This design comes from an exercise in tuning for small area on the open sky130 flow, not from production work.
In this exercise RTL edits were held to simulation tests only and were not proved equivalent to the original.
Power figures rest on the tool's default switching activity, not on a simulated workload.

### design.v
module posit_mult_32_4 (
  input  wire        clk,
  input  wire [31:0] in1,
  input  wire [31:0] in2,
  input  wire        start,
  output wire [31:0] out,
  output wire        inf,
  output wire        zero,
  output wire        done
);
  reg  [6:0] cnt;
  wire [6:0] cnt_inc;
  pm_inc #(7) u_cinc (.a(cnt), .s(cnt_inc));
  wire c_lo_0  = (cnt[4:0] == 5'd0);
  wire ph_fill = ~cnt[6] & ~cnt[5];                   
  wire ph_wr   = cnt[6] & cnt[5];                     
  wire ph_b    = cnt[6] & ~cnt[5];                    
  wire at32    = ~cnt[6] & cnt[5] & c_lo_0;
  wire at64    = ph_b & c_lo_0;                       
  wire at65    = ph_b & (cnt[4:0] == 5'd1);           
  wire at66    = ph_b & (cnt[4:0] == 5'd2);           
  wire last    = ph_wr & (&cnt[4:0]);                 
  wire e1add   = ph_fill & cnt[4] & cnt[3] & cnt[2];       
  reg  [28:0] acc;
  always @(posedge clk)
    cnt <= at66 ? (acc[28] ? 7'd66 : 7'd96) : cnt_inc;
  wire s1 = in1[31], s2 = in2[31];
  reg  nz1, nz2;        
  assign inf  = (s1 & ~nz1) | (s2 & ~nz2);
  assign zero = ~s1 & ~nz1 & ~s2 & ~nz2;
  assign done = start;
  wire special = inf | ~nz1 | ~nz2;
  wire ms = s1 ^ s2;
  wire rc1 = in1[30] ^ s1, rc2 = in2[30] ^ s2;
  reg  [4:0]  FJ;       
  reg         A;        
  reg         N2;       
  reg  [27:3] M1;       
  wire [4:0]  FJ_inc;
  pm_inc #(5) u_fjinc (.a(FJ), .s(FJ_inc));
  wire        ph_m   = ~cnt[6] & cnt[5];              
  wire        scan2  = ph_m & ~c_lo_0;                
  wire        e2ph   = &FJ[4:2];                      
  wire        e2rd   = A & e2ph & scan2;
  wire        frac2  = A & ~e2ph & scan2;
  wire [4:0]  idx    = (ph_fill ? A : frac2) ? FJ : ~cnt[4:0];
  wire [31:0] v1 = {in1[30], in1[30:0]};
  wire [31:0] v2 = {in2[30], in2[30:0]};
  wire        raw1 = v1[idx];
  wire        mux2 = v2[idx];
  wire        term1 = ph_fill & ~A & (raw1 ^ in1[30]);
  wire        run1 = ph_fill & ~A & ~term1 & ~c_lo_0;     
  wire        term2 = ~A & scan2 & (mux2 ^ in2[30]);
  wire        run2 = ~A & scan2 & ~term2;
  wire        x1bit = A ? (raw1 ^ s1) : s1;
  wire        x2bit = mux2 ^ (s2 & N2);
  always @(posedge clk) begin
    if (last) begin
      A <= 1'b0; FJ <= 5'd0; N2 <= 1'b0;
    end else if (at32) begin
      A <= 1'b0; FJ <= 5'd28;
    end else begin
      if (term1 | term2) A <= 1'b1;
      if (A & (ph_fill | ph_m)) FJ <= FJ_inc;
      if (frac2) N2 <= N2 | mux2;
    end
    if (ph_fill & ~e1add) M1 <= {x1bit, M1[27:4]};
    if (ph_fill & (&cnt[4:0])) nz1 <= in1[30] | A | term1;
    if (at64) nz2 <= in2[30] | A;
  end
  reg         bq;       
  reg         bqs;      
  wire        bnext = frac2 ? x2bit : at64;
  always @(posedge clk) begin
    bq  <= bnext;
    bqs <= bnext & s1;
  end
  reg         S, D0, D1;
  wire [28:0] addend = {bq, M1[27:3] & {25{bq}}, 3'b000};
  wire [25:3] sum_lo;
  wire        chi;
  pm_add #(23) u_lo (.a(acc[25:3]), .b(addend[25:3]), .ci(bqs), .s(sum_lo), .co(chi));
  wire [2:0]  hi0, hi1;
  wire        co0, co1;
  pm_add #(3) u_hi (.a(acc[28:26]), .b(addend[28:26]), .ci(1'b0), .s(hi0), .co(co0));
  pm_inc1 #(3) u_hi1 (.a(hi0), .ci(1'b1), .s(hi1), .co(co1));
  wire [28:0] sum = {chi ? hi1 : hi0, sum_lo, acc[2:0]};
  wire        sum_co = chi ? (co0 | co1) : co0;
  reg         ovf;
  always @(posedge clk) if (at65) ovf <= sum_co;
  wire        c2 = s2 & ~N2;
  reg  [6:0]  RA;
  reg  [3:0]  RL;
  reg         sgr;      
  wire        fin = at66 & ~acc[28];                  
  wire        big = RA[6] ? (~RA[5] | (RA[4:1] == 4'd0)) : (RA[5] | (&RA[4:1]));
  wire [6:0]  ra_clamp = big ? (RA[6] ? 7'b1100001 : 7'b0011110) : RA;
  wire        eb1 = e1add & x1bit;
  wire        eb2 = e2rd & (mux2 ^ s2);
  wire [1:0]  ep = e1add ? cnt[1:0] : ~FJ[1:0];
  wire        eb = eb1 | eb2;
  wire        pend = ~A | e2ph;                       
  wire        p16 = at64 & pend & s2 & (~A | (FJ[1:0] == 2'd0));
  wire [3:0]  p64 = pend ? ({4{s2 & A}} & {FJ[1:0] == 2'd1, FJ[1:0] == 2'd2,
                                            FJ[1:0] == 2'd3, 1'b0})
                         : {3'b000, c2};
  wire [3:0]  lo_add = ({4{eb}} & {ep == 2'd3, ep == 2'd2, ep == 2'd1, ep == 2'd0})
                     | ({4{at64}} & p64) | {3'b000, at66 & acc[28]};
  wire        up = (run1 & rc1) | (run2 & rc2) | p16 | ph_wr;
  wire        dn = (run1 & ~rc1) | (run2 & ~rc2);
  wire [10:0] ex_sum;
  wire        ex_co;
  pm_add #(11) u_ex (.a({RA, RL}), .b({{6{dn}}, up | dn, lo_add}), .ci(1'b0),
                     .s(ex_sum), .co(ex_co));
  always @(posedge clk) begin
    if (last) begin
      RA <= (rc1 & rc2) ? 7'b1111110 : ((rc1 | rc2) ? 7'b1111111 : 7'b0000000);
      RL <= 4'd0;
    end else if (fin) RA <= ra_clamp ^ {7{~RA[6]}};     
    else {RA, RL} <= ex_sum;
    if (fin) sgr <= RA[6];
  end
  wire [3:0]  e_o = RL;
  wire [4:0]  oi = RA[4:0];
  wire        W = ~RA[6];                             
  wire [4:0]  cl = cnt[4:0];
  wire        esel = ph_wr & cl[4] & cl[3] & (cl[2:1] != 2'b00);    
  wire        ebit = cl[2] ? (cl[1] ? (cl[0] ? ~sgr : sgr) : (cl[0] ? e_o[3] : e_o[2]))
                           : (cl[0] ? e_o[1] : e_o[0]);
  wire        src = esel ? ebit : sum[0];
  always @(posedge clk) begin
    acc <= {sum_co, sum[28:1]};
    D1 <= src;
    D0 <= D1;
    S  <= ~ph_fill & (S | D0);
  end
  reg         C;
  wire        L = src, G = D1, R = D0, St = S;
  wire        first = (oi == 5'd0);
  wire        rnd_en = ~(cl[4] & cl[3] & (cl[2:1] != 2'b00));       
  wire        ulp = rnd_en & G & (L | R | St);
  wire        cin = first ? ((G ^ ms) & (ulp ^ ms)) : C;
  wire        yv = (L ^ ms) ^ cin;
  wire        val = ~special & (W ? yv : (~sgr ^ ms));
  reg  [30:0] outr;
  always @(posedge clk) C <= (L ^ ms) & cin;
  genvar gi;
  generate for (gi = 0; gi < 31; gi = gi + 1) begin : g_out
    always @(posedge clk) if (ph_wr & (oi == gi)) outr[gi] <= val;
  end endgenerate
  assign out = {special ? inf : ms, outr};
endmodule
module pm_add #(parameter W = 4) (
  input  wire [W-1:0] a, b,
  input  wire         ci,
  output wire [W-1:0] s,
  output wire         co
);
  wire [W:0] c;
  assign c[0] = ci;
  genvar i;
  generate for (i = 0; i < W; i = i + 1) begin : g
    assign s[i] = a[i] ^ b[i] ^ c[i];
    assign c[i+1] = (a[i] & b[i]) | (c[i] & (a[i] ^ b[i]));
  end endgenerate
  assign co = c[W];
endmodule
module pm_inc #(parameter W = 4) (
  input  wire [W-1:0] a,
  output wire [W-1:0] s
);
  wire [W:0] c;
  assign c[0] = 1'b1;
  genvar i;
  generate for (i = 0; i < W; i = i + 1) begin : g
    assign s[i] = a[i] ^ c[i];
    assign c[i+1] = a[i] & c[i];
  end endgenerate
endmodule
module pm_inc1 #(parameter W = 4) (
  input  wire [W-1:0] a,
  input  wire         ci,
  output wire [W-1:0] s,
  output wire         co
);
  wire [W:0] c;
  assign c[0] = ci;
  genvar i;
  generate for (i = 0; i < W; i = i + 1) begin : g
    assign s[i] = a[i] ^ c[i];
    assign c[i+1] = a[i] & c[i];
  end endgenerate
  assign co = c[W];
endmodule
### flow/run.sh
#!/bin/bash
# Layout flow: the standard layout (standard.sh) with three changes.
#  - Synthesis: flow/synth.tcl, the standard synthesis script with ABC run
#    on an area-oriented script (flow/area.abc).
#  - Port buffers: buffer_ports uses sky130_fd_sc_hd__buf_1 instead of the
#    clkdlybuf4s50_1 delay cell it picks by default; every port still gets
#    its own buffer.
#  - Clock tree: clkbuf_4 buffers and no dummy loads.
# make's full output goes to flow_make.log in this folder; the ORFS step logs
# stay under orfs/logs/.
set -euo pipefail
export AREA_ABC_SCRIPT="$PWD/flow/area.abc"
bash standard.sh \
  "SYNTH_SCRIPT=$PWD/flow/synth.tcl" \
  "BUFFER_PORTS_ARGS=-buffer_cell sky130_fd_sc_hd__buf_1" \
  "CTS_ARGS=-sink_clustering_enable -repair_clock_nets -buf_list sky130_fd_sc_hd__clkbuf_4 -dont_use_dummy_load" \
  finish > flow_make.log 2>&1
### flow/area.abc
&get -n
&st
&syn2
&dch
&put
amap
### flow/synth.tcl
# The standard synthesis (synth_recipe.tcl), with one change: ABC maps the
# logic with an area-oriented script (area.abc, beside this file) instead of
# ORFS's delay-oriented one. Registers are made before ABC runs, so their
# names and cells are those of the standard synthesis.
proc synth {args} { yosys synth -nofsm -noshare {*}$args }
proc abc {args} {
  set i [lsearch -exact $args -script]
  if {$i >= 0} { lset args [expr {$i+1}] $::env(AREA_ABC_SCRIPT) }
  yosys abc {*}$args
}
source $::env(SCRIPTS_DIR)/synth.tcl
# left out here: clear keep_hierarchy, flatten, clean up, hide names made inside functions, write 1_2_yosys.v
### standard.sh
#!/bin/bash
# synth_recipe.tcl (not shown) runs the flow's synth.tcl, then flattens the netlist and writes it again
# the make line also repeats each setting of config.mk as NAME=value (left out here)
make -C /OpenROAD-flow-scripts/flow DESIGN_CONFIG=/design/flow/config.mk WORK_HOME=/design/flow/orfs CLKGATE_MAP_FILE= SYNTH_SCRIPT=/design/flow/synth_recipe.tcl "${@:-finish}"
### config.mk
export PLATFORM = sky130hd
export DESIGN_NAME = posit_mult_32_4
export DESIGN_NICKNAME = posit_mult_32_4
export VERILOG_FILES = /design/flow/design.v
export SDC_FILE = /design/flow/constraint.sdc
export NUM_CORES = 4
export LEC_CHECK = 0
export CAP_MARGIN = 20
export CORE_MARGIN = 2
export CORE_UTILIZATION = 60
export SLEW_MARGIN = 20
### constraint.sdc
create_clock -name core_clock -period 10.0 [get_ports {clk}]
set_input_delay 2.0000 -clock core_clock [delete_from_list [all_inputs] [get_ports {clk}]]
set_output_delay 2.0000 -clock core_clock [all_outputs]
set_load 0.01 [all_outputs]
==> run_results.csv, run 1 <==
group,metric,value,unit
route,wl_per_cell,15.5,microns
logic_synthesis,yosysTopAreaCellShare,30.8,%
critical_path,slowest_stage,"fa_1",
timing,timing.setup.tns,0,ns
logic_synthesis,yosysMostFrequentCell,"nor2_1",
pwr,power.density,187,mW/mm^2
clocking,cts.root.buffer_cell,"clkbuf_4",
logic_synthesis,yosysTopAreaCell,"edfxtp_1",
clocking,cts_tree,"done",
timing,clock_skew,0.0492,ns
clocking,cts_setup_buffers,0,
floorplanning,rows,35,
critical_path,slowest_delay,0.46,ns
cells_and_area,final_cells,769,
route,drt_iter0_drc,180,
global_route,grt_overflow,0,
floorplanning,die_area,0.0104,sq mm
route,dr.pass1.iters,5,
timing,tightest_slew,0.925,ns
floorplanning,fp.dieH,102,microns
route,via_per_inst,5.72,
floorplanning,core_area,0.00928,sq mm
logic_synthesis,synth_nets,639,
clocking,clock_path_buffers,2,
logic_synthesis,syn_area_per_cell,11.0,sq um
clocking,cts.clk_slew.worst_paths,0.12,ns
cells_and_area,areaGrowthSynthToFinish,12.4,%
clocking,htreeDepth,4,
critical_path,start_kind,"register",
logic_synthesis,synthTopCellsByArea,"edfxtp_1 (31%), dfxtp_1 (21%), fa_1 (12%), nor2_1 (4.6%), ha_1 (4.1%)",
run,max_cap_violations,0,
cells_and_area,antenna_cells,0,
logic_synthesis,synth_ff_type,"dfxtp_1",
logic_synthesis,netlist_top_cells_count,"nor2_1 (71), clkinv_1 (61), dfxtp_1 (60)",
critical_path,crit_arrival,9.80,ns
route,vias,4397,
status,status,"timing/DRC/antenna clean",
logic_synthesis,postSynthCellCount,520,
timing,hold_violations,0,
floorplanning,die_x,102,microns
clocking,insertion_delay,0.49,ns
placement,place_congestion,0.846,
route,antenna_left,0,
clocking,cts_buffers,17,
critical_path,path_max_fanout,6,
floorplanning,start_util,61.9,%
cells_and_area,drive_gt1_share,4.22,%
timing,finalSetupViolCount,0,
critical_path,critPathCaptureType,"register",
timing,grt_setup_unrepaired,"no",
timing,drv_slew,0,
logic_synthesis,yosysSeqAreaShare,51.8,%
cells_and_area,final_nets,761,
global_route,grt_antenna_before_repair,0,
timing,fmax,106,MHz
placement,dp_hpwl,9060,microns
timing,max_slew_margin,37.9,%
critical_path,worstSetupPathType,"register to register",
placement,dp_cells,752,
logic_synthesis,async_reset_ff_share,0,%
pwr,ir_drop,0.118,mV
floorplanning,ios,101,
clocking,clock_sinks,119,
critical_path,path_common_cell,"fa_1",
timing,post-route-period-util,94.3,%
worst_hold_path,hold_path_class,"register to register",
timing,period_minus_slack,9.43,ns
global_route,grt_usage,24.2,%
global_route,grt_max_degree,32,
global_route,grt_first_pass_wirelength,19300,microns
logic_synthesis,yosysWarningCount,1,
route,drt-total-wl,12000,microns
critical_path,required,10.38,ns
logic_synthesis,synth_cell_types,36,
route,drc,0,
placement,port_buffers,98,
global_route,grt_pass1_vias,4099,
logic_synthesis,synth_edf_count,59,
logic_synthesis,synth-seq-cells,119,
logic_synthesis,synth_area,0.00574,sq mm
pwr,leakagePower,2.30,nW
area by class of cell:
cell class	count	area, sq um
Clock buffer	17	128
Fill cell	772	2830
Inverter	61	233
Multi-Input combinational cell	339	2550
Sequential cell	119	2970
Tap cell	129	161
Timing Repair Buffer	104	413
cells by family (layout without fill, tap and decap cells):
family | Yosys count | count (layout) | share of synthesized area (%)
AND/OR/NAND/NOR | 166 | 166 | 13.3
flip-flops | 119 | 119 | 51.8
AO/OA/AOI/OAI | 120 | 120 | 14.8
adder cells (fa/ha/maj) | 53 | 53 | 16.0
buffers and inverters | 62 | 182 | 4.12
worst max-delay path, delay by kind of cell (launching register included):
| family | cells | cell delay (ns) |
|---|---|---|
| buffers and inverters | 3 | 0.20 |
| flip-flops | 1 | 0.37 |
| AO/OA/AOI/OAI | 1 | 0.26 |
| adder cells (fa/ha/maj) | 23 | 8.40 |
| AND/OR/NAND/NOR | 1 | 0.09 |
power by group:
group          internal, mW  switching [mW]  total [mW]
logic                 0.130           0.230       0.360
registers             0.581          0.0519       0.633
clock network        0.0778           0.139       0.217
cell usage in the layout (no fill, tap or decap), types with 4 or more instances in the layout:
cell type and n:
buf_4 6, nor2_1 70, fa_1 34, clkinv_1 60, buf_1 98, a221oi_1 19
ha_1 19, clkbuf_4 17, o22ai_1 15, nand3_1 4, a22oi_1 4, o21ai_0 9
nor2b_1 26, dfxtp_1 60, edfxtp_1 59, a31oi_1 9, nor3_1 17, or3_1 8
nand2_1 28, a21oi_1 26, o221ai_1 17, or2_0 4
sequential cells by signal, summed over array words and instances, names as in the netlist, 4 cells and up:
| register | flops |
|---|---|
| RL | 4 |
| acc | 29 |
| outr | 31 |
| FJ | 5 |
| M1 | 25 |
| RA | 7 |
| cnt | 7 |
final timing paths:
path	startpoint	endpoint	slack, ns	cells past startpoint
worst max-delay path	M1[3]	acc[26]	0.57	28
worst min-delay path	acc[2]	acc[1]	0.33	0
worst max register to register	M1[3]	acc[26]	0.57	28
worst min register to register	acc[2]	acc[1]	0.33	0
metrics by stage:
| step | util [%] | hold WS [ns] | total power [mW] | cell area [sq um] | setup WS, ns |
|---|---|---|---|---|---|
| after global routing | 69.5 | 0.340 | 1.29 | 6450 | 0.0738 |
| after CTS | 69.5 | 0.336 | 1.21 | 6450 | 0.534 |
| after detailed placement | 68.1 | 0.313 | 0.997 | 6320 | 0.587 |
| final | 69.5 | 0.333 | 1.21 | 6450 | 0.574 |
| after floorplan | - | 0.310 | 0.887 | 5740 | 0.350 |
| after global placement | 68.1 | 0.315 | 0.987 | 6320 | 0.735 |
timing repair:
item                                    CTS  global route
gates resized for setup                   0             1
endpoints found under the setup margin    0             1
hold buffers                              0             0
routing by layer:
metal	wire, microns	global-route usage, %
met5	0	0
met4	422	10.2
met3	771	6.50
met2	5730	38.5
met1	5030	31.7
==> run 2: changes to the inputs <==
--- a/design.v
+++ b/design.v
@@ -49,8 +49,9 @@
   wire        raw1 = v1[idx];
   wire        mux2 = v2[idx];
-  wire        term1 = ph_fill & ~A & (raw1 ^ in1[30]);
-  wire        run1 = ph_fill & ~A & ~term1 & ~c_lo_0;     
-  wire        term2 = ~A & scan2 & (mux2 ^ in2[30]);
-  wire        run2 = ~A & scan2 & ~term2;
+  wire        scan = ~A & (ph_fill | ph_m);
+  wire        term = scan & (ph_fill ? (raw1 ^ in1[30]) : (mux2 ^ in2[30]));
+  wire        run  = scan & ~term & ~c_lo_0;           
+  wire        term1 = term & ph_fill;
+  wire        rcs  = ph_fill ? rc1 : rc2;
   wire        x1bit = A ? (raw1 ^ s1) : s1;
   wire        x2bit = mux2 ^ (s2 & N2);
@@ -61,5 +62,5 @@
       A <= 1'b0; FJ <= 5'd28;
     end else begin
-      if (term1 | term2) A <= 1'b1;
+      if (term) A <= 1'b1;
       if (A & (ph_fill | ph_m)) FJ <= FJ_inc;
       if (frac2) N2 <= N2 | mux2;
@@ -107,6 +108,6 @@
   wire [3:0]  lo_add = ({4{eb}} & {ep == 2'd3, ep == 2'd2, ep == 2'd1, ep == 2'd0})
                      | ({4{at64}} & p64) | {3'b000, at66 & acc[28]};
-  wire        up = (run1 & rc1) | (run2 & rc2) | p16 | ph_wr;
-  wire        dn = (run1 & ~rc1) | (run2 & ~rc2);
+  wire        up = (run & rcs) | p16 | ph_wr;
+  wire        dn = run & ~rcs;
   wire [10:0] ex_sum;
   wire        ex_co;
==> run 2 against run 1 <==
Net effect: worst setup slack better by 0.010 ns; via count decreased by 0.55%; still clean on timing, DRC and antenna; utilization increased by 0.38 points; fmax increased by 0.11%; cell area is essentially flat; clock power grew 3%; synthesized cell count decreased by 1.9%; non-clock buffer count rose by 1; global-route usage increased by 1.8 points.
==> run_results.csv, run 2 <==
group,metric,value,unit
logic_synthesis,synth-seq-cells,119,
global_route,grt_busiest_layer,"met2",
critical_path,path_buf_inv,3,
critical_path,path_delay_family,"adder cells",
route,drc,0,
timing,hold_violations,0,
critical_path,required,10.39,ns
critical_path,slowest_stage,"fa_1",
clocking,clock_path_buffers,2,
pwr,combPwrFrac,38.8,%
route,vias,4373,
cells_and_area,antenna_cells,0,
route,drt-total-wl,12300,microns
logic_synthesis,yosysSeqAreaShare,51.9,%
pwr,p_sw_share,39.3,%
placement,port_buffers,98,
placement,place_congestion,0.890,
cells_and_area,most-common-layout-cells,"buf_1 (98), nor2_1 (66), clkinv_1 (62), dfxtp_1 (60), edfxtp_1 (59)",
critical_path,path_max_fanout,6,
global_route,use_met1,32.6,%
timing,post-route-period-util,94.2,%
pwr,p_int,0.865,mW
logic_synthesis,synth_ff_type,"dfxtp_1",
worst_hold_path,hold_end,"acc[0]",
floorplanning,core_area,0.00924,sq mm
clocking,cts_buffers,17,
route,wl_per_cell,16.2,microns
floorplanning,die_x,102,microns
critical_path,path_common_cell,"fa_1",
global_route,grt_max_degree,32,
cells_and_area,largest_reg_flops,31,
pwr,clkPwrFrac,15.7,%
critical_path,r2r_slack,0.58,ns
logic_synthesis,synth_edf_count,59,
critical_path,slowest_delay,0.46,ns
clocking,cts_hold_buf,0,
cells_and_area,areaGrowthSynthToFinish,12.7,%
clocking,post_cts_resized,0,
clocking,insertion_delay,0.51,ns
global_route,grtUsageMet3,7.04,%
timing,grt_setup_unrepaired,"no",
clocking,cts.root.buffer_cell,"clkbuf_4",
clocking,clock_sinks,119,
global_route,grt_antenna_before_repair,0,
critical_path,crit_arrival,9.80,ns
global_route,grt_pass1_vias,4327,
status,status,"timing/DRC/antenna clean",
cells_and_area,largest_register,"outr",
logic_synthesis,yosysMostFrequentCell,"nor2_1",
route,dr.pass1.iters,5,
pwr,power.density,220,mW/mm^2
critical_path,r2r-start,"M1[3]",
timing,period_minus_slack,9.42,ns
logic_synthesis,synthTopCellsByArea,"edfxtp_1 (31%), dfxtp_1 (21%), fa_1 (12%), nor2_1 (4.4%), clkinv_1 (4.2%)",
critical_path,r2r-end,"acc[26]",
global_route,grt_usage,26.0,%
worst_hold_path,min_from,"acc[1]",
cells_and_area,final_common_cell,"buf_1",
clocking,htreeDepth,4,
logic_synthesis,yosysTopAreaCellShare,30.9,%
timing,tightest_slew,0.801,ns
logic_synthesis,postSynthCellCount,510,
pwr,p_sw,0.559,mW
pwr,p_seq_share,45.5,%
worst_hold_path,hold_depth,0,
critical_path,start_kind,"register",
clocking,cts.clk_slew.worst_paths,0.09,ns
worst_hold_path,hold_path_class,"register to register",
logic_synthesis,yosysWarningCount,1,
pwr,ir_drop,0.191,mV
run,max_cap_violations,0,
timing,finalSetupViolCount,0,
cells_and_area,drive_gt1_share,4.75,%
clocking,cts_tree,"done",
critical_path,critPathCaptureType,"register",
floorplanning,rows,35,
logic_synthesis,synth_cell_types,33,
timing,timing.setup.tns,0,ns
timing,clock_skew,0.0386,ns
logic_synthesis,netlist_top_cells_count,"nor2_1 (67), clkinv_1 (64), dfxtp_1 (60)",
route,antenna_left,0,
route,via_per_inst,5.75,
logic_synthesis,async_reset_ff_share,0,%
logic_synthesis,synth_nets,629,
logic_synthesis,syn_area_per_cell,11.2,sq um
logic_synthesis,yosysTopAreaCell,"edfxtp_1",
global_route,grt.met2_usage,44.5,%
placement,dp_hpwl,9380,microns
pwr,power,1.42,mW
pwr,leakagePower,2.34,nW
route,drt_iter0_drc,256,
timing,fmax,106,MHz
cells_and_area,final_nets,752,
floorplanning,die_area,0.0103,sq mm
global_route,grt_overflow,0,
floorplanning,ios,101,
critical_path,worstSetupPathType,"register to register",
critical_path,reg2reg_depth,28,
floorplanning,fp.dieH,102,microns
timing,drv_slew,0,
logic_synthesis,synth_area,0.00573,sq mm
global_route,grt_first_pass_wirelength,20700,microns
cells_and_area,largestRegisters,"outr: 31 flops, acc: 29 flops, M1: 25 flops",
timing,max_slew_margin,46.0,%
clocking,cts_setup_buffers,0,
floorplanning,start_util,62.0,%
## run 2: worst max-delay path by stage
| stage | start | to | slack, ns | cells past startpoint |
|---|---|---|---|---|
| final | M1[3] | acc[26] | 0.58 | 28 |
| after global routing | cnt[0] | RA[6] | 0.02 | 40 |
| after CTS | M1[3] | acc[26] | 0.54 | 28 |
| after detailed placement | M1[3] | acc[26] | 0.56 | 28 |
| after global placement | M1[3] | acc[26] | 0.79 | 28 |
| after floorplan | cnt[0] | RA[6] | 0.89 | 37 |
## run 2: metal layers
metal / vias up / share of wire [%]
met5: - / 0
met4: 0 / 0.98
met3: 17 / 6.3
met2: 158 / 50
met1: 2080 / 43
li1: 2118 / -
## run 2: layout make-up
class / instances / area, sq um
flip-flops and latches: 119 / 2970
fillers: 724 / 2780
multi-input cells: 326 / 2530
repair buffers: 105 / 420
inverters: 64 / 248
well taps: 129 / 161
clock buffers: 17 / 128
## run 2: stage by stage
| step | instance area [sq um] | hold slack (ns) | cells | util (%) | setup slack, ns |
|---|---|---|---|---|---|
| 2_1_floorplan | 5730 | 0.310 | 510 | - | 0.886 |
| 3_3_place_gp | 6320 | 0.316 | 743 | 68.4 | 0.792 |
| 3_5_place_dp | 6320 | 0.331 | 743 | 68.4 | 0.556 |
| 4_1_cts | 6450 | 0.340 | 760 | 69.8 | 0.543 |
| 5_1_grt | 6460 | 0.340 | 760 | 69.9 | 0.0180 |
| 6_report | 6460 | 0.328 | 760 | 69.9 | 0.584 |
## run 2: kinds of logic after synthesis
family	count (synthesis)	share of synthesized area [%]
AO/OA/AOI/OAI	113	14.9
adder cells (fa/ha/maj)	53	16.0
buffers and inverters	65	4.32
flip-flops	119	51.9
AND/OR/NAND/NOR	160	12.9
## run 2: power groups by stage
stage / Sequential (mW) / Clock (mW) / Combinational, mW
2_1_floorplan: 0.638 / 0 / 0.392
3_3_place_gp: 0.655 / 0 / 0.515
3_5_place_dp: 0.657 / 0 / 0.537
4_1_cts: 0.647 / 0.230 / 0.541
5_1_grt: 0.658 / 0.247 / 0.622
6_report: 0.647 / 0.224 / 0.553
==> run 3: changes to the inputs <==
--- a/design.v
+++ b/design.v
@@ -23,4 +23,6 @@
   wire e1add   = ph_fill & cnt[4] & cnt[3] & cnt[2];       
   reg  [28:0] acc;
+  reg  [6:0]  RA;       
+  wire        fin = at66 & ~acc[28];                  
   always @(posedge clk)
     cnt <= at66 ? (acc[28] ? 7'd66 : 7'd96) : cnt_inc;
@@ -35,5 +37,5 @@
   reg  [4:0]  FJ;       
   reg         A;        
-  reg         N2;       
+  reg         NC;       
   reg  [27:3] M1;       
   wire [4:0]  FJ_inc;
@@ -55,14 +57,16 @@
   wire        rcs  = ph_fill ? rc1 : rc2;
   wire        x1bit = A ? (raw1 ^ s1) : s1;
-  wire        x2bit = mux2 ^ (s2 & N2);
+  wire        x2bit = mux2 ^ (s2 & NC);
+  wire        sgr = A;
+  wire        C = NC;
   always @(posedge clk) begin
     if (last) begin
-      A <= 1'b0; FJ <= 5'd0; N2 <= 1'b0;
+      A <= 1'b0; FJ <= 5'd0;
     end else if (at32) begin
       A <= 1'b0; FJ <= 5'd28;
     end else begin
       if (term) A <= 1'b1;
+      if (fin) A <= RA[6];
       if (A & (ph_fill | ph_m)) FJ <= FJ_inc;
-      if (frac2) N2 <= N2 | mux2;
     end
     if (ph_fill & ~e1add) M1 <= {x1bit, M1[27:4]};
@@ -90,9 +94,6 @@
   reg         ovf;
   always @(posedge clk) if (at65) ovf <= sum_co;
-  wire        c2 = s2 & ~N2;
-  reg  [6:0]  RA;
+  wire        c2 = s2 & ~NC;
   reg  [3:0]  RL;
-  reg         sgr;      
-  wire        fin = at66 & ~acc[28];                  
   wire        big = RA[6] ? (~RA[5] | (RA[4:1] == 4'd0)) : (RA[5] | (&RA[4:1]));
   wire [6:0]  ra_clamp = big ? (RA[6] ? 7'b1100001 : 7'b0011110) : RA;
@@ -120,5 +121,4 @@
     end else if (fin) RA <= ra_clamp ^ {7{~RA[6]}};     
     else {RA, RL} <= ex_sum;
-    if (fin) sgr <= RA[6];
   end
   wire [3:0]  e_o = RL;
@@ -136,5 +136,4 @@
     S  <= ~ph_fill & (S | D0);
   end
-  reg         C;
   wire        L = src, G = D1, R = D0, St = S;
   wire        first = (oi == 5'd0);
@@ -145,5 +144,6 @@
   wire        val = ~special & (W ? yv : (~sgr ^ ms));
   reg  [30:0] outr;
-  always @(posedge clk) C <= (L ^ ms) & cin;
+  always @(posedge clk)
+    NC <= last ? 1'b0 : (ph_wr ? ((L ^ ms) & cin) : (frac2 ? (NC | mux2) : NC));
   genvar gi;
   generate for (gi = 0; gi < 31; gi = gi + 1) begin : g_out
==> run 3 against run 2 <==
Net effect: still clean; sequential share of layout area decreased by 0.46 points; die area decreased by 0.53%; utilization decreased by 0.49 points; cell count increased by 0.53%; clock skew decreased by 0.0072 ns; critical path type unchanged; combinational power decreased by 2%; clock power decreased by 2%; sequential power decreased by 3%.
==> run_results.csv, run 3 <==
group,metric,value,unit
worst_hold_path,hold_path_class,"register to register",
floorplanning,die_area,0.0103,sq mm
logic_synthesis,synth_nets,633,
floorplanning,ios,101,
global_route,grt_first_pass_wirelength,20600,microns
route,dr.pass1.iters,5,
clocking,cts.root.buffer_cell,"clkbuf_4",
global_route,grt_antenna_before_repair,0,
cells_and_area,multiInputGateArea,0.00255,sq mm
pwr,power.density,217,mW/mm^2
critical_path,slowest_delay,0.46,ns
route,drc,0,
logic_synthesis,postSynthCellCount,514,
cells_and_area,final_common_cell,"buf_1",
logic_synthesis,yosysSeqAreaShare,51.3,%
logic_synthesis,netlist_top_cells_count,"nor2_1 (73), clkinv_1 (63), dfxtp_1 (59)",
critical_path,path_common_cell,"fa_1",
critical_path,required,10.38,ns
cells_and_area,most-common-layout-cells,"buf_1 (98), nor2_1 (72), clkinv_1 (63), dfxtp_1 (59), edfxtp_1 (58)",
clocking,cts_hold_buf,0,
logic_synthesis,syn_area_per_cell,11.1,sq um
route,wl_per_cell,16.0,microns
clocking,clock_path_buffers,2,
logic_synthesis,yosysTopAreaCellShare,30.6,%
pwr,leakagePower,2.33,nW
critical_path,start_kind,"register",
pwr,ir_drop,0.162,mV
floorplanning,start_util,61.7,%
critical_path,critPathCaptureType,"register",
critical_path,path_buf_inv,3,
clocking,htreeDepth,4,
logic_synthesis,synth_area,0.00570,sq mm
timing,clock_skew,0.0315,ns
route,vias,4420,
critical_path,crit_arrival,9.91,ns
cells_and_area,antenna_cells,0,
logic_synthesis,synthTopCellsByArea,"edfxtp_1 (31%), dfxtp_1 (21%), fa_1 (12%), nor2_1 (4.8%), ha_1 (4.2%)",
placement,place_congestion,0.890,
timing,period_minus_slack,9.53,ns
run,max_cap_violations,0,
cells_and_area,areaGrowthSynthToFinish,12.6,%
clocking,cts_buffers,17,
cells_and_area,ff_latch_area,0.00292,sq mm
critical_path,path_delay_family,"adder cells",
global_route,grt_max_degree,32,
logic_synthesis,synth-seq-cells,117,
clocking,insertion_delay,0.50,ns
cells_and_area,largest_reg_flops,31,
timing,drv_slew,0,
global_route,grt_pass1_vias,4313,
logic_synthesis,yosysWarningCount,1,
floorplanning,rows,35,
cells_and_area,fillers,728,
clocking,cts_setup_buffers,0,
cells_and_area,largestRegisters,"outr: 31 flops, acc: 29 flops, M1: 25 flops",
clocking,cts_tree,"done",
logic_synthesis,yosysTopAreaCell,"edfxtp_1",
placement,port_buffers,98,
route,antenna_left,0,
timing,fmax,105,MHz
timing,timing.setup.tns,0,ns
status,status,"timing/DRC/antenna clean",
floorplanning,die_x,101,microns
route,via_per_inst,5.79,
timing,tightest_slew,0.859,ns
pwr,power,1.39,mW
global_route,grt_overflow,0,
timing,finalSetupViolCount,0,
clocking,clock_sinks,117,
timing,max_slew_margin,42.5,%
cells_and_area,drive_gt1_share,4.25,%
global_route,grt_usage,26.5,%
timing,grt_setup_unrepaired,"no",
placement,dp_hpwl,9110,microns
timing,hold_violations,0,
clocking,post_cts_resized,0,
critical_path,slowest_stage,"fa_1",
clocking,cts.clk_slew.worst_paths,0.07,ns
floorplanning,core_area,0.00924,sq mm
timing,post-route-period-util,95.3,%
logic_synthesis,yosysMostFrequentCell,"nor2_1",
logic_synthesis,async_reset_ff_share,0,%
logic_synthesis,synth_edf_count,58,
logic_synthesis,synth_ff_type,"dfxtp_1",
cells_and_area,largest_register,"outr",
floorplanning,fp.dieH,101,microns
critical_path,worstSetupPathType,"register to register",
logic_synthesis,synth_cell_types,34,
cells_and_area,final_nets,756,
critical_path,path_max_fanout,6,
route,drt-total-wl,12200,microns
route,drt_iter0_drc,210,
## run 3: cell types whose count changed after synthesis, moves of 3 or more
cell and change:
nand3_1 +3, nor2_1 +6, a21oi_1 +3, o32ai_1 -4, nand2_1 -5
## run 3: area by class of cell
cell class / instances / share of cell area (%)
inverters: 63 / 3.69
repair buffers: 105 / 6.55
flip-flops and latches: 117 / 45.6
clock buffers: 17 / 1.99
multi-input cells: 333 / 39.7
well taps: 129 / 2.52
## run 3: cells by family after synthesis
kind of cell / count (synthesis) / share of synthesized area [%]
buffers and inverters: 64 / 4.28
AO/OA/AOI/OAI: 114 / 14.9
flip-flops: 117 / 51.3
AND/OR/NAND/NOR: 166 / 13.4
adder cells (fa/ha/maj): 53 / 16.1
## run 3: worst register-to-register path, delay by kind of cell, from the launching register on
family	cells	cell delay, ns
adder cells (fa/ha/maj)	23	8.44
buffers and inverters	3	0.23
flip-flops	1	0.39
AND/OR/NAND/NOR	1	0.11
AO/OA/AOI/OAI	1	0.26
## run 3: per-layer routing
metal	track usage [%]	vias to the layer above	share of wire [%]
met5	0	-	0
met4	8.94	0	1.2
li1	-	2126	-
met2	42.4	124	49
met3	6.49	18	5.5
met1	35.7	2152	44
## run 3: power by group
group          total, mW  internal (mW)  switching, mW
clock              0.219         0.0776          0.142
combinational      0.540          0.199          0.341
sequential         0.630          0.569         0.0610
## run 3: path summary, 6_finish.rpt
path / slack (ns) / endpoint / startpoint / depth (start not counted)
min reg2reg: 0.33 / acc[1] / acc[2] / 0
max: 0.47 / acc[26] / M1[3] / 28
min: 0.33 / acc[1] / acc[2] / 0
max reg2reg: 0.47 / acc[26] / M1[3] / 28
## run 3: per-stage QoR
step / worst slack [ns] / utilization [%] / area [sq um] / cells / hold WS, ns
2_1_floorplan: 0.891 / - / 5700 / 514 / 0.310
3_3_place_gp: 0.704 / 68.0 / 6290 / 747 / 0.318
3_5_place_dp: 0.380 / 68.0 / 6290 / 747 / 0.325
4_1_cts: 0.409 / 69.4 / 6410 / 764 / 0.337
5_1_grt: 0.109 / 69.4 / 6410 / 764 / 0.349
6_report: 0.471 / 69.4 / 6410 / 764 / 0.332
==> run 4: changes to the inputs <==
--- a/design.v
+++ b/design.v
@@ -81,5 +81,5 @@
     bqs <= bnext & s1;
   end
-  reg         S, D0, D1;
+  reg         S, D1;    
   wire [28:0] addend = {bq, M1[27:3] & {25{bq}}, 3'b000};
   wire [25:3] sum_lo;
@@ -133,11 +133,10 @@
     acc <= {sum_co, sum[28:1]};
     D1 <= src;
-    D0 <= D1;
-    S  <= ~ph_fill & (S | D0);
+    S  <= ~ph_fill & (S | D1);
   end
-  wire        L = src, G = D1, R = D0, St = S;
+  wire        L = src, G = D1, RSt = S;               
   wire        first = (oi == 5'd0);
   wire        rnd_en = ~(cl[4] & cl[3] & (cl[2:1] != 2'b00));       
-  wire        ulp = rnd_en & G & (L | R | St);
+  wire        ulp = rnd_en & G & (L | RSt);
   wire        cin = first ? ((G ^ ms) & (ulp ^ ms)) : C;
   wire        yv = (L ^ ms) ^ cin;
==> run 4 against run 3 <==
Net effect: worst setup slack gained 0.048 ns; via count is essentially flat; power shrank 1.2%; synthesized cell count grew 0.39%; non-clock buffer count shrank 1; area after synthesis shrank 0.37%; critical path type unchanged; critical endpoint unchanged.
==> run_results.csv, run 4 <==
group,metric,value,unit
timing,hold_violations,0,
floorplanning,core_area,0.00920,sq mm
critical_path,path_max_fanout,6,
route,drt_iter0_drc,259,
timing,tightest_slew,0.878,ns
clocking,cts_tree,"done",
floorplanning,rows,35,
critical_path,slowest_delay,0.46,ns
placement,place_congestion,0.892,
cells_and_area,antenna_cells,0,
cells_and_area,most-common-layout-cells,"buf_1 (98), nor2_1 (76), clkinv_1 (61), dfxtp_1 (58), edfxtp_1 (58)",
critical_path,crit_start,"M1[3]",
cells_and_area,drive_gt1_share,4.09,%
timing,hold_slack,0.331,ns
placement,dp_hpwl,9120,microns
logic_synthesis,yosysSeqAreaShare,51.1,%
critical_path,required,10.37,ns
cells_and_area,final_nets,757,
logic_synthesis,yosysTopAreaCell,"edfxtp_1",
floorplanning,die_x,101,microns
critical_path,r2r-start,"M1[3]",
clocking,insertion_delay,0.50,ns
floorplanning,fp.dieH,101,microns
global_route,grt_max_degree,32,
cells_and_area,postLayoutCellArea,0.00636,sq mm
logic_synthesis,syn_area_per_cell,11.0,sq um
logic_synthesis,yosysWarningCount,1,
clocking,cts.root.buffer_cell,"clkbuf_4",
pwr,clkPwrFrac,16.0,%
cells_and_area,finalCoreUtilization,69.2,%
logic_synthesis,synth_ff_type,"edfxtp_1",
timing,timing.setup.tns,0,ns
critical_path,slowest_stage,"fa_1",
timing,max_slew_margin,41.5,%
clocking,clock_sinks,116,
timing,period_minus_slack,9.48,ns
pwr,p_sw,0.541,mW
critical_path,start_kind,"register",
route,drc,0,
run,max_cap_violations,0,
floorplanning,ios,101,
route,via_per_inst,5.92,
logic_synthesis,synthTopCellsByArea,"edfxtp_1 (31%), dfxtp_1 (20%), fa_1 (12%), nor2_1 (5.1%), ha_1 (4.2%)",
logic_synthesis,yosysTopAreaCellShare,30.7,%
route,vias,4419,
clocking,cts_buffers,17,
cells_and_area,areaGrowthSynthToFinish,12.1,%
cells_and_area,multiInputGateArea,0.00255,sq mm
global_route,grt_pass1_vias,4262,
status,status,"timing/DRC/antenna clean",
logic_synthesis,netlist_top_cells_count,"nor2_1 (77), clkinv_1 (61), dfxtp_1 (58), edfxtp_1 (58), fa_1 (34)",
clocking,post_cts_resized,0,
logic_synthesis,postSynthCellCount,516,
logic_synthesis,synth_area,0.00568,sq mm
route,dr.pass1.iters,5,
global_route,grt_first_pass_wirelength,20100,microns
critical_path,path_common_cell,"fa_1",
worst_hold_path,hold_path_class,"register to register",
cells_and_area,final_cells,747,
critical_path,critPathCaptureType,"register",
critical_path,crit_arrival,9.85,ns
cells_and_area,largest_reg_flops,31,
timing,grt_setup_unrepaired,"no",
clocking,clock_path_buffers,2,
floorplanning,start_util,61.7,%
global_route,grt_overflow,0,
logic_synthesis,synth-seq-cells,116,
pwr,p_int,0.831,mW
timing,post-route-period-util,94.8,%
clocking,htreeDepth,4,
pwr,p_sw_share,39.4,%
floorplanning,die_area,0.0103,sq mm
logic_synthesis,synth_edf_count,58,
route,wl_per_cell,16.2,microns
cells_and_area,largest_register,"outr",
critical_path,worstSetupPathType,"register to register",
timing,fmax,105,MHz
placement,dp_cells,730,
logic_synthesis,synth_cell_types,34,
placement,dpl-instance-area,0.00624,sq mm
clocking,cts_hold_buf,0,
pwr,combPwrFrac,38.3,%
cells_and_area,largestRegisters,"outr: 31 flops, acc: 29 flops, M1: 25 flops",
route,antenna_left,0,
pwr,leakagePower,2.32,nW
placement,port_buffers,98,
route,drt-total-wl,12100,microns
logic_synthesis,synth_nets,635,
global_route,grt_usage,25.6,%
pwr,power.density,216,mW/mm^2
logic_synthesis,async_reset_ff_share,0,%
pwr,ir_drop,0.184,mV
logic_synthesis,yosysMostFrequentCell,"nor2_1",
cells_and_area,ff_latch_area,0.00290,sq mm
worst_hold_path,min_from,"acc[2]",
global_route,grt_antenna_before_repair,0,
cells_and_area,final_common_cell,"buf_1",
cells_and_area,fillers,712,
pwr,p_seq_share,45.7,%
timing,drv_slew,0,
clocking,cts_setup_buffers,0,
timing,finalSetupViolCount,0,
timing,clock_skew,0.0440,ns
clocking,cts.clk_slew.worst_paths,0.08,ns
-- run 4: area by class of cell --
class                      instances  area share (%)
clock buffer                      17            2.01
inverter                          61            3.60
multi-input combinational        338            40.1
sequential                       116            45.6
tap                              111            2.18
timing repair buffer             104            6.49
-- run 4: power groups by stage --
stage	combinational, mW	sequential [mW]	clock, mW
final	0.526	0.627	0.219
after global routing	0.600	0.636	0.243
after CTS	0.521	0.626	0.224
after detailed placement	0.519	0.635	0
after global placement	0.500	0.634	0
after floorplan	0.388	0.616	0
-- run 4: final timing paths --
path / slack (ns) / cells past startpoint / end
worst max register to register: 0.52 / 28 / acc[26]
worst min register to register: 0.33 / 0 / acc[1]
worst max-delay path: 0.52 / 28 / acc[26]
worst min-delay path: 0.33 / 0 / acc[1]
-- run 4: cell families after synthesis --
kind of cell / after synthesis / synth area share [%]
buf+inv: 62 / 4.16
compound gates: 118 / 15.2
flops: 116 / 51.1
simple gates: 167 / 13.4
fa+ha+maj: 53 / 16.2
-- run 4: layer usage --
metal / global-route usage, % / share of wire (%)
met1: 33.0 / 43
met2: 41.7 / 48
met3: 7.11 / 6.8
met4: 9.67 / 2.4
met5: 0 / 0
-- run 4: critical path: cells and delay by family (launching register included) --
kind	cells	cell delay, ns
fa+ha+maj	23	8.40
flops	1	0.37
compound gates	1	0.26
buf+inv	3	0.22
simple gates	1	0.11
-- run 4: stage by stage --
stage	setup slack [ns]	total power, mW
after floorplan	0.789	1.00
after global placement	0.720	1.13
after detailed placement	0.448	1.15
after CTS	0.448	1.37
after global routing	0.0998	1.48
final	0.518	1.37
==> run 5: changes to the inputs <==
--- a/design.v
+++ b/design.v
@@ -109,5 +109,5 @@
   wire [3:0]  lo_add = ({4{eb}} & {ep == 2'd3, ep == 2'd2, ep == 2'd1, ep == 2'd0})
                      | ({4{at64}} & p64) | {3'b000, at66 & acc[28]};
-  wire        up = (run & rcs) | p16 | ph_wr;
+  wire        up = (run & rcs & ~(cnt[4:0] == 5'd1)) | p16 | ph_wr;
   wire        dn = run & ~rcs;
   wire [10:0] ex_sum;
@@ -117,5 +117,5 @@
   always @(posedge clk) begin
     if (last) begin
-      RA <= (rc1 & rc2) ? 7'b1111110 : ((rc1 | rc2) ? 7'b1111111 : 7'b0000000);
+      RA <= 7'd0;
       RL <= 4'd0;
     end else if (fin) RA <= ra_clamp ^ {7{~RA[6]}};     
==> run 5 against run 4 <==
Net effect: synthesized cell count shrank 0.19%; cell area shrank 0.22%; combinational power grew 1%; clock skew shrank 0.0023 ns; still clean; worst setup slack lost 0.088 ns; utilization shrank 0.15 points; global-route usage grew 0.52 points; non-clock buffer count grew 1; flip-flop and latch count is the same.
==> run_results.csv, run 5 <==
group,metric,value,unit
global_route,grt_antenna_before_repair,0,
route,drt-total-wl,12100,microns
cells_and_area,most-common-layout-cells,"buf_1 (98), nor2_1 (75), clkinv_1 (62), dfxtp_1 (58), edfxtp_1 (58)",
logic_synthesis,yosysMostFrequentCell,"nor2_1",
timing,post-route-period-util,95.7,%
clocking,post_cts_resized,0,
logic_synthesis,synth_top_family_by_area,"adder cells",
timing,period_minus_slack,9.57,ns
cells_and_area,final_common_cell,"buf_1",
critical_path,r2r_slack,0.43,ns
worst_hold_path,hold_path_class,"register to register",
timing,tightest_slew,0.860,ns
placement,dp_hpwl,9220,microns
pwr,p_seq_share,45.7,%
pwr,power.density,217,mW/mm^2
clocking,cts.root.buffer_cell,"clkbuf_4",
critical_path,path_max_fanout,6,
critical_path,start_kind,"register",
floorplanning,start_util,61.5,%
route,antenna_left,0,
placement,place_congestion,0.884,
cells_and_area,largestRegisters,"outr: 31 flops, acc: 29 flops, M1: 25 flops",
logic_synthesis,syn_area_per_cell,11.0,sq um
logic_synthesis,synthTopCellsByArea,"edfxtp_1 (31%), dfxtp_1 (21%), fa_1 (12%), nor2_1 (5.0%), a221oi_1 (4.8%)",
worst_hold_path,hold_depth,0,
clocking,cts_hold_buf,0,
route,via_per_inst,5.81,
global_route,grt_first_pass_wirelength,20600,microns
clocking,cts_tree,"done",
logic_synthesis,yosysSeqAreaShare,51.3,%
logic_synthesis,synth-simple-area-share,13.6,%
critical_path,r2r-start,"M1[3]",
route,highest_layer,"met4",
route,drt_iter0_drc,144,
route,dr.pass1.iters,5,
timing,timing.setup.tns,0,ns
status,status,"timing/DRC/antenna clean",
logic_synthesis,async_reset_ff_share,0,%
logic_synthesis,synth_ff_type,"edfxtp_1",
timing,finalSetupViolCount,0,
cells_and_area,postLayoutCellArea,0.00635,sq mm
timing,max_slew_margin,42.4,%
placement,port_buffers,98,
logic_synthesis,synthAdderAreaFrac,16.2,%
cells_and_area,largest_reg_flops,31,
pwr,leakagePower,2.31,nW
critical_path,critPathCaptureType,"register",
clocking,htreeDepth,4,
route,wl_per_cell,16.2,microns
logic_synthesis,postSynthCellCount,515,
global_route,grt_overflow,0,
critical_path,slowest_delay,0.47,ns
placement,dpl-instance-area,0.00622,sq mm
logic_synthesis,yosysTopAreaCell,"edfxtp_1",
logic_synthesis,synth-seq-cells,116,
clocking,cts.clk_slew.worst_paths,0.11,ns
critical_path,worstSetupPathType,"register to register",
critical_path,crit_end,"acc[26]",
run,max_cap_violations,0,
global_route,grt_max_degree,32,
clocking,cts_setup_buffers,0,
cells_and_area,drive_gt1_share,4.25,%
clocking,insertion_delay,0.50,ns
pwr,clkPwrFrac,15.6,%
route,drc,0,
floorplanning,die_area,0.0102,sq mm
logic_synthesis,synth_cell_types,31,
timing,clock_skew,0.0417,ns
pwr,combPwrFrac,38.7,%
logic_synthesis,synth_xor_xnor_area_share,0,%
clocking,clock_path_buffers,2,
floorplanning,ios,101,
cells_and_area,areaGrowthSynthToFinish,12.3,%
global_route,grt_pass1_vias,4368,
route,wl_met1,5240,microns
critical_path,crit_arrival,9.92,ns
logic_synthesis,muxShareOfSynthArea,0,%
cells_and_area,final_nets,757,
pwr,p_int,0.839,mW
logic_synthesis,synth_area,0.00566,sq mm
pwr,p_sw_share,39.1,%
cells_and_area,largest_register,"outr",
timing,hold_violations,0,
logic_synthesis,netlist_top_cells_count,"nor2_1 (76), clkinv_1 (62), dfxtp_1 (58), edfxtp_1 (58), fa_1 (34)",
clocking,cts_buffers,17,
critical_path,r2r-end,"acc[26]",
floorplanning,rows,35,
pwr,ir_drop,0.184,mV
route,wl_met3,626,microns
critical_path,slowest_stage,"fa_1",
critical_path,crit_start,"M1[3]",
logic_synthesis,synth-compound-area-share,14.6,%
pwr,p_sw,0.539,mW
floorplanning,core_area,0.00920,sq mm
floorplanning,fp.dieH,101,microns
logic_synthesis,synth_edf_count,58,
timing,drv_slew,0,
timing,fmax,104,MHz
critical_path,path_common_cell,"fa_1",
critical_path,reg2reg_depth,28,
clocking,clock_sinks,116,
cells_and_area,antenna_cells,0,
global_route,grt_usage,26.2,%
route,vias,4342,
timing,grt_setup_unrepaired,"no",
cells_and_area,fillers,724,
logic_synthesis,yosysWarningCount,1,
logic_synthesis,yosysTopAreaCellShare,30.8,%
logic_synthesis,synth_nets,634,
floorplanning,die_x,101,microns
critical_path,required,10.35,ns
route,wl_met2,6110,microns
-- run 5: stage by stage --
| stage | cells | util (%) | total power, mW | worst slack, ns | hold WS, ns |
|---|---|---|---|---|---|
| global route | 747 | 69.0 | 1.50 | 0.0439 | 0.361 |
| finish | 747 | 69.0 | 1.38 | 0.430 | 0.333 |
| floorplan | 515 | - | 1.01 | 0.518 | 0.310 |
| global placement | 730 | 67.7 | 1.16 | 0.793 | 0.319 |
| detailed placement | 730 | 67.7 | 1.17 | 0.487 | 0.320 |
| CTS | 747 | 69.0 | 1.39 | 0.408 | 0.337 |
-- run 5: worst min path at each step --
stage / from / to / slack (ns)
final: acc[1] / acc[0] / 0.33
after global routing: acc[1] / acc[0] / 0.36
after CTS: acc[1] / acc[0] / 0.34
after detailed placement: acc[1] / acc[0] / 0.32
after global placement: acc[1] / acc[0] / 0.32
after floorplan: acc[1] / acc[0] / 0.31
-- run 5: worst max-delay path, delay by kind of cell (launching register included) --
kind / cells / cell delay (ns)
AND/OR/NAND/NOR: 1 / 0.09
buffers and inverters: 3 / 0.22
AO/OA/AOI/OAI: 1 / 0.26
adder cells (fa/ha/maj): 23 / 8.48
flip-flops: 1 / 0.37
-- run 5: cell type report --
type / count / area [sq um] / share of cell area, %
flip-flops and latches: 116 / 2900 / 45.7
multi-input cells: 336 / 2530 / 39.8
repair buffers: 105 / 420 / 6.62
inverters: 62 / 233 / 3.67
well taps: 111 / 139 / 2.19
clock buffers: 17 / 128 / 2.01
-- run 5: metal layers --
| metal | GRT usage (%) | vias up |
|---|---|---|
| met5 | 0 | - |
| met4 | 8.21 | 0 |
| met3 | 6.80 | 11 |
| met2 | 44.1 | 135 |
| met1 | 33.1 | 2075 |
| li1 | - | 2121 |
-- run 5: cells by family (layout without fill, tap and decap cells) --
family                   Yosys count  in the layout
AND/OR/NAND/NOR                  168            168
buffers and inverters             63            184
adder cells (fa/ha/maj)           53             53
AO/OA/AOI/OAI                    115            115
flip-flops                       116            116
-- run 5: power groups by stage --
stage	Clock [mW]	Combinational [mW]	Sequential, mW
after floorplan	0	0.394	0.619
after global placement	0	0.518	0.638
after detailed placement	0	0.530	0.641
after CTS	0.224	0.532	0.631
after global routing	0.244	0.612	0.641
final	0.215	0.533	0.630
==> run 6: changes to the inputs <==
--- a/design.v
+++ b/design.v
@@ -18,5 +18,4 @@
   wire at32    = ~cnt[6] & cnt[5] & c_lo_0;
   wire at64    = ph_b & c_lo_0;                       
-  wire at65    = ph_b & (cnt[4:0] == 5'd1);           
   wire at66    = ph_b & (cnt[4:0] == 5'd2);           
   wire last    = ph_wr & (&cnt[4:0]);                 
@@ -92,6 +91,4 @@
   wire [28:0] sum = {chi ? hi1 : hi0, sum_lo, acc[2:0]};
   wire        sum_co = chi ? (co0 | co1) : co0;
-  reg         ovf;
-  always @(posedge clk) if (at65) ovf <= sum_co;
   wire        c2 = s2 & ~NC;
   reg  [3:0]  RL;
==> run 6 against run 5 <==
Net effect: still clean on timing, DRC and antenna; highest routed layer unchanged; largest cell class unchanged; clock skew fell by 0.0037 ns; sequential share of layout area fell by 0.081 points; non-clock buffer count rose by 1.
==> run_results.csv, run 6 <==
group,metric,value,unit
status,status,"timing/DRC/antenna clean",
critical_path,start_kind,"register",
critical_path,r2r-start,"M1[3]",
run,max_cap_violations,0,
critical_path,critPathCaptureType,"register",
critical_path,reg2reg_depth,28,
clocking,clock_sinks,116,
route,via_per_inst,5.79,
route,dr.pass1.iters,5,
cells_and_area,antenna_cells,0,
cells_and_area,largestRegisters,"outr: 31 flops, acc: 29 flops, M1: 25 flops",
floorplanning,start_util,61.5,%
floorplanning,core_area,0.00920,sq mm
logic_synthesis,yosysTopAreaCell,"edfxtp_1",
logic_synthesis,synth_nets,634,
timing,max_slew_margin,45.1,%
timing,fin_ws,0.451,ns
pwr,ir_drop,0.150,mV
clocking,clock_path_buffers,2,
critical_path,required,10.37,ns
clocking,cts_buffers,17,
timing,post-route-period-util,95.5,%
route,drt_iter0_drc,217,
logic_synthesis,synth-seq-cells,116,
clocking,cts_tree,"done",
timing,drv_slew,0,
timing,tightest_slew,0.821,ns
clocking,cts.root.buffer_cell,"clkbuf_4",
global_route,grt_first_pass_wirelength,20000,microns
floorplanning,die_x,101,microns
cells_and_area,most-common-layout-cells,"buf_1 (98), nor2_1 (75), clkinv_1 (61), dfxtp_1 (58), edfxtp_1 (58)",
timing,period_minus_slack,9.55,ns
global_route,grt_antenna_before_repair,0,
critical_path,path_buf_inv,3,
critical_path,slowest_delay,0.47,ns
pwr,power.density,218,mW/mm^2
critical_path,path_max_fanout,6,
cells_and_area,postLayoutCellArea,0.00636,sq mm
timing,fmax,105,MHz
clocking,insertion_delay,0.50,ns
logic_synthesis,synth_ff_type,"edfxtp_1",
placement,dpl-instance-area,0.00623,sq mm
critical_path,slowest_stage,"fa_1",
route,vias,4332,
global_route,grt_overflow,0,
critical_path,r2r_slack,0.45,ns
logic_synthesis,netlist_top_cells_count,"nor2_1 (76), clkinv_1 (62), dfxtp_1 (58), edfxtp_1 (58), fa_1 (34)",
logic_synthesis,synth_area,0.00566,sq mm
clocking,cts.clk_slew.worst_paths,0.10,ns
clocking,cts_hold_buf,0,
worst_hold_path,hold_end,"acc[1]",
logic_synthesis,yosysMostFrequentCell,"nor2_1",
global_route,grt_pass1_vias,4272,
route,wl_per_cell,16.1,microns
logic_synthesis,synthTopCellsByArea,"edfxtp_1 (31%), dfxtp_1 (21%), fa_1 (12%), nor2_1 (5.0%), a221oi_1 (4.8%)",
route,drt-total-wl,12000,microns
floorplanning,fp.dieH,101,microns
cells_and_area,areaGrowthSynthToFinish,12.5,%
placement,place_congestion,0.921,
timing,finalSetupViolCount,0,
critical_path,worstSetupPathType,"register to register",
critical_path,crit_arrival,9.92,ns
global_route,grt_usage,25.6,%
logic_synthesis,async_reset_ff_share,0,%
floorplanning,ios,101,
global_route,grt_max_degree,32,
cells_and_area,final_nets,758,
critical_path,path_common_cell,"fa_1",
cells_and_area,final_common_cell,"buf_1",
logic_synthesis,postSynthCellCount,515,
timing,grt_setup_unrepaired,"no",
critical_path,r2r-end,"acc[26]",
logic_synthesis,yosysWarningCount,1,
cells_and_area,drive_gt1_share,4.55,%
cells_and_area,final_cells,748,
placement,dp_hpwl,9020,microns
critical_path,path_delay_family,"adder cells",
timing,hold_violations,0,
cells_and_area,largest_register,"outr",
logic_synthesis,yosysSeqAreaShare,51.3,%
worst_hold_path,min_from,"acc[2]",
route,drc,0,
floorplanning,rows,35,
clocking,htreeDepth,4,
logic_synthesis,yosysTopAreaCellShare,30.8,%
worst_hold_path,hold_depth,0,
timing,clock_skew,0.0380,ns
pwr,leakagePower,2.32,nW
placement,dp_slack,0.453,ns
cells_and_area,largest_reg_flops,31,
clocking,cts_setup_buffers,0,
worst_hold_path,hold_path_class,"register to register",
placement,dp_cells,731,
logic_synthesis,synth_edf_count,58,
placement,port_buffers,98,
logic_synthesis,syn_area_per_cell,11.0,sq um
floorplanning,die_area,0.0102,sq mm
logic_synthesis,synth_cell_types,31,
timing,timing.setup.tns,0,ns
route,antenna_left,0,
==> run 6: worst max path at each step <==
stage | from | endpoint | slack (ns) | cells after the start
floorplan | cnt[0] | RA[6] | 0.52 | 37
global placement | M1[3] | acc[26] | 0.78 | 28
detailed placement | M1[3] | acc[26] | 0.45 | 28
CTS | M1[3] | acc[26] | 0.43 | 28
global route | M1[3] | acc[26] | 0.06 | 28
finish | M1[3] | acc[26] | 0.45 | 28
==> run 6: power by group <==
part / internal [mW] / switching (mW) / total, mW
sequential: 0.567 / 0.0602 / 0.627
combinational: 0.197 / 0.344 / 0.541
clock: 0.0777 / 0.141 / 0.219
total: 0.842 / 0.545 / 1.39
==> run 6: layer usage <==
layer,track usage [%],routed length [microns]
met5,0,0
met4,6.76,146
met3,6.93,644
met2,44.0,6110
met1,32.1,5150
==> run 6: cell families after synthesis <==
kind of cell               Yosys count  synth area share [%]
and+or+nand+nor                    168                  13.6
adders and majority gates           53                  16.2
buffers and inverters               63                  4.25
AOI/OAI and AO/OA                  115                  14.6
DFF                                116                  51.3
==> run 6: stage by stage <==
stage | hold WS, ns | utilization, % | total power [mW]
after CTS | 0.333 | 69.1 | 1.39
after floorplan | 0.310 | - | 1.01
final | 0.334 | 69.2 | 1.39
after global placement | 0.319 | 67.7 | 1.16
after detailed placement | 0.315 | 67.7 | 1.17
after global routing | 0.342 | 69.2 | 1.50
==> run 6: repair_timing <==
action	in CTS	in global routing
setup endpoints to repair	0	1
gates resized for setup	0	1
hold endpoints to repair	0	0
==> run 6: layout make-up <==
class                           instances  area (sq um)
Inverter                               62           236
Sequential cell                       116          2900
Multi-Input combinational cell        336          2530
Timing Repair Buffer                  106           428
Fill cell                             728          2840
Clock buffer                           17           128
Tap cell                              111           139
==> run 6: worst reg2reg max path: cells and delay by family, from the launching register on <==
kind                       cells  cell delay (ns)
and+or+nand+nor                1             0.09
adders and majority gates     23             8.47
buffers and inverters          3             0.22
DFF                            1             0.38
AOI/OAI and AO/OA              1             0.27
==> run 7: changes to the inputs <==
--- a/design.v
+++ b/design.v
@@ -25,5 +25,9 @@
   wire        fin = at66 & ~acc[28];                  
   always @(posedge clk)
-    cnt <= at66 ? (acc[28] ? 7'd66 : 7'd96) : cnt_inc;
+    if (~last) begin
+      if (~at66)        cnt <= cnt_inc;
+      else if (acc[28]) cnt <= 7'd66;
+      else              cnt <= 7'd96;
+    end else            cnt <= 7'd0;
   wire s1 = in1[31], s2 = in2[31];
   reg  nz1, nz2;        
@@ -60,12 +64,12 @@
   wire        C = NC;
   always @(posedge clk) begin
-    if (last) begin
-      A <= 1'b0; FJ <= 5'd0;
-    end else if (at32) begin
-      A <= 1'b0; FJ <= 5'd28;
-    end else begin
+    if (~last & ~at32) begin
       if (term) A <= 1'b1;
       if (fin) A <= RA[6];
       if (A & (ph_fill | ph_m)) FJ <= FJ_inc;
+    end else begin
+      A <= 1'b0;
+      if (~at32) FJ <= 5'd0;
+      else       FJ <= 5'd28;
     end
     if (ph_fill & ~e1add) M1 <= {x1bit, M1[27:4]};
@@ -113,9 +117,11 @@
                      .s(ex_sum), .co(ex_co));
   always @(posedge clk) begin
-    if (last) begin
+    if (~last) begin
+      if (fin) RA <= ra_clamp ^ {7{~RA[6]}};           
+      else {RA, RL} <= ex_sum;
+    end else begin
       RA <= 7'd0;
       RL <= 4'd0;
-    end else if (fin) RA <= ra_clamp ^ {7{~RA[6]}};     
-    else {RA, RL} <= ex_sum;
+    end
   end
   wire [3:0]  e_o = RL;
@@ -141,5 +147,6 @@
   reg  [30:0] outr;
   always @(posedge clk)
-    NC <= last ? 1'b0 : (ph_wr ? ((L ^ ms) & cin) : (frac2 ? (NC | mux2) : NC));
+    if (~last) NC <= ph_wr ? ((L ^ ms) & cin) : (frac2 ? (NC | mux2) : NC);
+    else       NC <= 1'b0;
   genvar gi;
   generate for (gi = 0; gi < 31; gi = gi + 1) begin : g_out
==> run 7 against run 6 <==
Net effect: still clean on timing, DRC and antenna; flip-flop and latch count unchanged; sequential power is 1% lower; non-clock buffer count up 1; global-route usage fell by 0.49 points; register-to-register slack improved by 0.14 ns; area after synthesis rose by 0.55%; cell count grew 1.7%; clock-buffer cell count is the same; routed wire length fell by 2.5%; largest power group unchanged.
==> run_results.csv, run 7 <==
group,metric,value,unit
floorplanning,core_area,0.00924,sq mm
logic_synthesis,synth-seq-cells,116,
global_route,grt_antenna_before_repair,0,
pwr,clkPwrFrac,16.8,%
logic_synthesis,synth_cell_types,34,
cells_and_area,drive_gt1_share,4.59,%
global_route,grt_usage,25.1,%
clocking,insertion_delay,0.51,ns
route,wl_met1,4990,microns
floorplanning,fp.dieH,101,microns
route,highest_layer,"met4",
critical_path,required,10.37,ns
timing,post-route-period-util,94.1,%
floorplanning,die_area,0.0103,sq mm
timing,period_minus_slack,9.41,ns
global_route,grt_pass1_vias,4177,
logic_synthesis,yosysTopAreaCell,"edfxtp_1",
logic_synthesis,synth_edf_count,63,
clocking,cts_setup_buffers,0,
route,vias,4342,
critical_path,worstSetupPathType,"register to register",
pwr,ir_drop,0.165,mV
timing,clock_skew,0.0483,ns
critical_path,slowest_stage,"fa_1",
logic_synthesis,netlist_top_cells_count,"nor2_1 (68), edfxtp_1 (63), clkinv_1 (57)",
placement,place_congestion,0.943,
global_route,grt_overflow,0,
route,drt-total-wl,11700,microns
critical_path,path_max_fanout,6,
logic_synthesis,yosysTopAreaCellShare,33.3,%
pwr,p_int,0.822,mW
logic_synthesis,synth_area,0.00569,sq mm
cells_and_area,fillers,727,
logic_synthesis,postSynthCellCount,509,
pwr,p_sw,0.487,mW
clocking,cts_hold_buf,0,
route,dr.pass1.iters,5,
timing,max_slew_margin,35.6,%
clocking,htreeDepth,4,
logic_synthesis,synth_ff_type,"edfxtp_1",
placement,dp_hpwl,8980,microns
critical_path,slowest_delay,0.46,ns
route,wl_met3,855,microns
route,via_per_inst,5.71,
pwr,p_seq_share,47.2,%
placement,dp_cells,744,
route,drt_iter0_drc,290,
critical_path,critPathCaptureType,"register",
logic_synthesis,yosysMostFrequentCell,"nor2_1",
pwr,combPwrFrac,36.0,%
cells_and_area,most-common-layout-cells,"buf_1 (98), nor2_1 (67), edfxtp_1 (63), clkinv_1 (57), dfxtp_1 (53)",
timing,tightest_slew,0.959,ns
logic_synthesis,yosysWarningCount,1,
floorplanning,die_x,101,microns
logic_synthesis,yosysSeqAreaShare,51.9,%
clocking,cts_tree,"done",
route,wl_met2,5700,microns
logic_synthesis,synthTopCellsByArea,"edfxtp_1 (33%), dfxtp_1 (19%), fa_1 (12%), a221oi_1 (5.1%), nor2_1 (4.5%)",
cells_and_area,largestRegisters,"outr: 31 flops, acc: 29 flops, M1: 25 flops",
cells_and_area,final_cells,761,
worst_hold_path,hold_path_class,"register to register",
pwr,p_sw_share,37.2,%
cells_and_area,largest_register,"outr",
route,antenna_left,0,
cells_and_area,final_common_cell,"buf_1",
timing,hold_violations,0,
clocking,clock_path_buffers,2,
clocking,post_cts_resized,0,
timing,drv_slew,0,
critical_path,path_common_cell,"fa_1",
critical_path,start_kind,"register",
floorplanning,start_util,61.6,%
placement,dp_slack,0.606,ns
cells_and_area,antenna_cells,0,
cells_and_area,final_nets,753,
logic_synthesis,async_reset_ff_share,0,%
route,drc,0,
timing,finalSetupViolCount,0,
timing,grt_setup_unrepaired,"no",
route,wl_per_cell,15.4,microns
clocking,cts.clk_slew.worst_paths,0.09,ns
critical_path,crit_arrival,9.78,ns
logic_synthesis,synth_nets,628,
cells_and_area,largest_reg_flops,31,
floorplanning,rows,35,
floorplanning,ios,101,
clocking,cts.root.buffer_cell,"clkbuf_4",
logic_synthesis,syn_area_per_cell,11.2,sq um
pwr,power.density,204,mW/mm^2
clocking,clock_sinks,116,
global_route,grt_max_degree,32,
cells_and_area,areaGrowthSynthToFinish,12.9,%
run,max_cap_violations,0,
global_route,grt_first_pass_wirelength,19600,microns
timing,fmax,106,MHz
status,status,"timing/DRC/antenna clean",
pwr,leakagePower,2.28,nW
placement,port_buffers,98,
clocking,cts_buffers,17,
timing,timing.setup.tns,0,ns
timing,fin_ws,0.589,ns
-- run 7: changes by cell type after synthesis, moves of 5 or more --
cell and delta:
edfxtp_1 +5, nor2_1 -8, dfxtp_1 -5, o221ai_1 -9
clkinv_1 -5
-- run 7: path summary, 6_finish.rpt --
| path | start | end | slack, ns | depth (start not counted) |
|---|---|---|---|---|
| worst min register to register | acc[2] | acc[1] | 0.33 | 0 |
| worst min-delay path | acc[2] | acc[1] | 0.33 | 0 |
| worst max-delay path | M1[3] | acc[26] | 0.59 | 28 |
| worst max register to register | M1[3] | acc[26] | 0.59 | 28 |
-- run 7: worst max-delay path: cells and delay by family (launching register included) --
family	cells	cell delay, ns
buffers and inverters	3	0.21
DFF	1	0.38
AOI/OAI and AO/OA	1	0.26
adders and majority gates	23	8.32
and+or+nand+nor	1	0.09
-- run 7: cell type report --
cell class,count,area (sq um),area share [%]
Multi-Input combinational cell,335,2530,39.4
Sequential cell,116,2950,46.0
Timing Repair Buffer,107,435,6.78
Tap cell,129,161,2.51
Inverter,57,214,3.33
Clock buffer,17,128,1.99
-- run 7: metrics by stage --
step	hold slack [ns]	cell area (sq um)	util (%)	power [mW]
2_1_floorplan	0.310	5690	-	0.955
3_3_place_gp	0.317	6290	68.1	1.08
3_5_place_dp	0.312	6290	68.1	1.09
4_1_cts	0.335	6420	69.5	1.31
5_1_grt	0.347	6420	69.5	1.41
6_report	0.334	6420	69.5	1.31
-- run 7: cell families after synthesis --
kind of cell / synth area share, %
and+or+nand+nor: 13.5
AOI/OAI and AO/OA: 14.6
DFF: 51.9
buffers and inverters: 3.89
adders and majority gates: 16.1
-- run 7: power by group through the flow --
stage | clock, mW | sequential, mW | combinational (mW)
4_1_cts | 0.228 | 0.618 | 0.468
3_5_place_dp | 0 | 0.628 | 0.465
5_1_grt | 0.249 | 0.627 | 0.531
3_3_place_gp | 0 | 0.626 | 0.454
6_report | 0.220 | 0.618 | 0.471
2_1_floorplan | 0 | 0.612 | 0.344
-- run 7: routing by layer --
| metal | up-vias | global-route usage, % |
|---|---|---|
| met5 | - | 0 |
| met4 | 0 | 8.84 |
| met3 | 20 | 8.90 |
| met2 | 186 | 40.2 |
| met1 | 2031 | 32.0 |
| li1 | 2105 | - |

Setup slack of run 7, layout unchanged: 0.589 ns with ideal ports, 0.589 ns with driving cells assumed (clock clkbuf_16, inputs buf_2), 0.589 ns with port delays also shifted by the 0.520 ns mid clock arrival.
